This design comes from an exercise in tuning for small area on the open sky130 flow, not from production work.
The RTL was checked by simulation tests, not by an equivalence proof against the original design.
No driver is modelled on the clock port, so clocking that relies on it looks cheaper here than on a real chip.

==> module AdcController, before the edit <==
module AdcController(
           clk, reset, start_acquisition, data_enable, is_error, data_out,
           SCLK, CNVST, RD, CS, RESET, OB2C, PD, SDOUT, RDERROR, BUSY
       );
localparam [6:0] CNT_SEED = 7'b0011101;
input clk, reset, start_acquisition;
input RDERROR, BUSY, SDOUT;
output data_enable, is_error;
output [15:0] data_out;
output reg SCLK;
output CNVST, CS, RESET;
output RD, OB2C, PD;
reg [15:0] data;
reg [6:0] counter;
reg [4:0] s;
reg error;
wire counter_low = !counter[4] || counter[3] || !counter[2] || counter[1] || !counter[0];
wire counter_done = counter[6] && !counter[3] && counter[2] && !counter[1] && counter[0];
wire in_acq   = (s[4]) || (s[1] && s[2] && s[3]) || (s[0] && s[1] && s[2]);
wire is_rst   = (s[0] && !s[2] && !s[3] && !s[4]) || (!s[0] && s[2] && !s[3] && !s[4]);
wire is_up    = (!s[0] && !s[1] && !s[4]) || (!s[1] && s[2] && !s[3] && !s[4]);
wire is_down  = (s[0] && !s[2] && s[3] && !s[4]);
wire is_ready = (!s[0] && !s[2] && !s[4]);
wire is_after = (s[0] && s[2] && s[3] && !s[4]);
wire g        = (!s[2] && !s[3] && s[4]) || (!s[0] && s[2] && s[3]) || (s[0] && !s[1] && !s[3]) || (!s[0] && !s[2] && !s[4]) || (s[0] && !s[3] && s[4]) || (s[0] && s[1] && !s[2] && s[4]);
wire h        = (s[2] && s[4]) || (s[3] && s[4]) || (!s[1] && s[4]) || (!s[0] && s[4]) || (s[0] && s[1] && s[3]);
always @(posedge clk) begin
    if (is_ready && start_acquisition)
        counter <= CNT_SEED;
    else
        counter <= {~counter[5:0], !((counter[6] ~^ counter[5]) && counter_low)};
end
always @(posedge clk) if (!SCLK && s == 5'd22) data[15] <= SDOUT;
always @(posedge clk) if (!SCLK && s == 5'd28) data[14] <= SDOUT;
always @(posedge clk) if (!SCLK && s == 5'd25) data[13] <= SDOUT;
always @(posedge clk) if (!SCLK && s == 5'd18) data[12] <= SDOUT;
always @(posedge clk) if (!SCLK && s == 5'd21) data[11] <= SDOUT;
always @(posedge clk) if (!SCLK && s == 5'd27) data[10] <= SDOUT;
always @(posedge clk) if (!SCLK && s == 5'd23) data[9] <= SDOUT;
always @(posedge clk) if (!SCLK && s == 5'd31) data[8] <= SDOUT;
always @(posedge clk) if (!SCLK && s == 5'd30) data[7] <= SDOUT;
always @(posedge clk) if (!SCLK && s == 5'd29) data[6] <= SDOUT;
always @(posedge clk) if (!SCLK && s == 5'd26) data[5] <= SDOUT;
always @(posedge clk) if (!SCLK && s == 5'd20) data[4] <= SDOUT;
always @(posedge clk) if (!SCLK && s == 5'd24) data[3] <= SDOUT;
always @(posedge clk) if (!SCLK && s == 5'd16) data[2] <= SDOUT;
always @(posedge clk) if (!SCLK && s == 5'd17) data[1] <= SDOUT;
always @(posedge clk) if (!SCLK && s == 5'd19) data[0] <= SDOUT;
wire advance = !SCLK || is_rst || (is_up && BUSY) || (is_down && !BUSY) ||
               (is_ready && start_acquisition) || (is_after && counter_done);
always @(posedge clk) begin
    if (reset) begin
        error <= 0;
        SCLK <= 1;
    end else if (RDERROR) begin
        error <= 1;
    end else if (!error && in_acq) begin
        SCLK <= !SCLK;
    end
end
always @(posedge clk) begin
    if (reset || !error && !RDERROR && advance)
        s <= reset ? 5'd1 : {h, s[2:0], g};
end
assign data_out = data;
assign data_enable = is_after && !error;
assign is_error = error;
assign RESET = is_rst;
assign CNVST = (!s[2] && !s[3] && !s[4]) || (!s[0] && !s[1] && !s[4]) || (!s[1] && !s[2] && !s[4]) || (!s[0] && !s[3] && !s[4]);
assign CS = !in_acq;
assign RD = 0;
assign OB2C = 0;
assign PD = 0;
endmodule
clock: 8.0 ns
lec_check: 0
cap_margin: 20
core_margin: 2
core_utilization: 45
slew_margin: 20
standard.sh (not shown) runs the stock make flow with config.mk's settings and CLKGATE_MAP_FILE= SYNTH_SCRIPT=/design/flow/synth_recipe.tcl, a recipe that flattens the netlist after the stock synthesis.
==> flow/flow/run.sh <==
#!/bin/bash
# Standard layout (the standard.sh) with these changes:
# - synthesis is the standard flow's own script (synth_recipe.tcl, unchanged) except that ABC
#   maps with flow/abc_area.script (flow/synth.tcl); the registers are the same;
# - after floorplan (flow/post_floorplan.tcl), combinational cells get the
#   smallest drive strength of their family (later repair steps size up as
#   needed), and tie cells that use only HI are paired with ones that use only
#   LO, each pair becoming one conb_1 using both outputs;
# - port buffers use the smallest buffer (buf_1) instead of ORFS's default choice;
# - clock tree from clkbuf_4 buffers, without CTS dummy loads; a clock
#   buffer whose flip-flops would see a slow clock edge becomes a clkbuf_8
#   (flow/clock_slew.tcl).
# make's output goes to standard_flow.log; each ORFS step keeps its own log
# under orfs/logs/.
set -euo pipefail
bash standard.sh \
  "SYNTH_SCRIPT=$(pwd)/flow/synth.tcl" \
  "POST_FLOORPLAN_TCL=$(pwd)/flow/post_floorplan.tcl" \
  "POST_CTS_TCL=$(pwd)/flow/clock_slew.tcl" \
  'BUFFER_PORTS_ARGS=-buffer_cell sky130_fd_sc_hd__buf_1' \
  'CTS_ARGS=-sink_clustering_enable -repair_clock_nets -buf_list sky130_fd_sc_hd__clkbuf_4 -dont_use_dummy_load' \
  finish > standard_flow.log 2>&1
Other scripts of this flow, unchanged in this note and not shown: flow/flow/abc_area.script, flow/flow/clock_slew.tcl, flow/flow/post_floorplan.tcl, flow/flow/synth.tcl
Change:
--- a/flow/design.v
+++ b/flow/design.v
@@ -15,5 +15,4 @@
            SCLK, CNVST, RD, CS, RESET, OB2C, PD, SDOUT, RDERROR, BUSY
        );
-localparam [6:0] CNT_SEED = 7'b0011101;
 input clk, reset, start_acquisition;
 input RDERROR, BUSY, SDOUT;
@@ -24,9 +23,8 @@
 output RD, OB2C, PD;
 reg [15:0] data;
-reg [6:0] counter;
+reg [31:0] counter;
 reg [4:0] s;
 reg error;
-wire counter_low = !counter[4] || counter[3] || !counter[2] || counter[1] || !counter[0];
-wire counter_done = counter[6] && !counter[3] && counter[2] && !counter[1] && counter[0];
+wire counter_done = (counter >= 100);
 wire in_acq   = (s[4]) || (s[1] && s[2] && s[3]) || (s[0] && s[1] && s[2]);
 wire is_rst   = (s[0] && !s[2] && !s[3] && !s[4]) || (!s[0] && s[2] && !s[3] && !s[4]);
@@ -39,7 +37,7 @@
 always @(posedge clk) begin
     if (is_ready && start_acquisition)
-        counter <= CNT_SEED;
+        counter <= 0;
     else
-        counter <= {~counter[5:0], !((counter[6] ~^ counter[5]) && counter_low)};
+        counter <= counter + 1'b1;
 end
 always @(posedge clk) if (!SCLK && s == 5'd22) data[15] <= SDOUT;
What happened: Hold slack is better by 81 ps; critical path depth is higher by 3; global-route usage is higher by 1.5 points; wire length increases by 92%; design area grows by 76%.

## afterwards: timing with drivers on the ports
No port has a modelled driver above. Below, the same layouts with a new extraction and two added sets of constraints.
Step 1 assumes that a clkbuf_16 drives the clock port and a buf_2 every other input.
Step 2 also shifts input and output timing later by t, the mid clock arrival at the registers, as if the neighbouring blocks saw the same clock.
a / b / c = ideal / step 1 / step 2; a / b = the first two.
| run | t (ns) | setup WS [ns] | worst slew at a driven data input, ns |
|---|---|---|---|
| the first run | 0.405 | 3.873 / 3.846 / 4.252 | 0.03 |
| the second run | 0.532 | 3.795 / 3.763 / 4.295 | 0.03 |
After both steps every run listed still meets setup and hold.
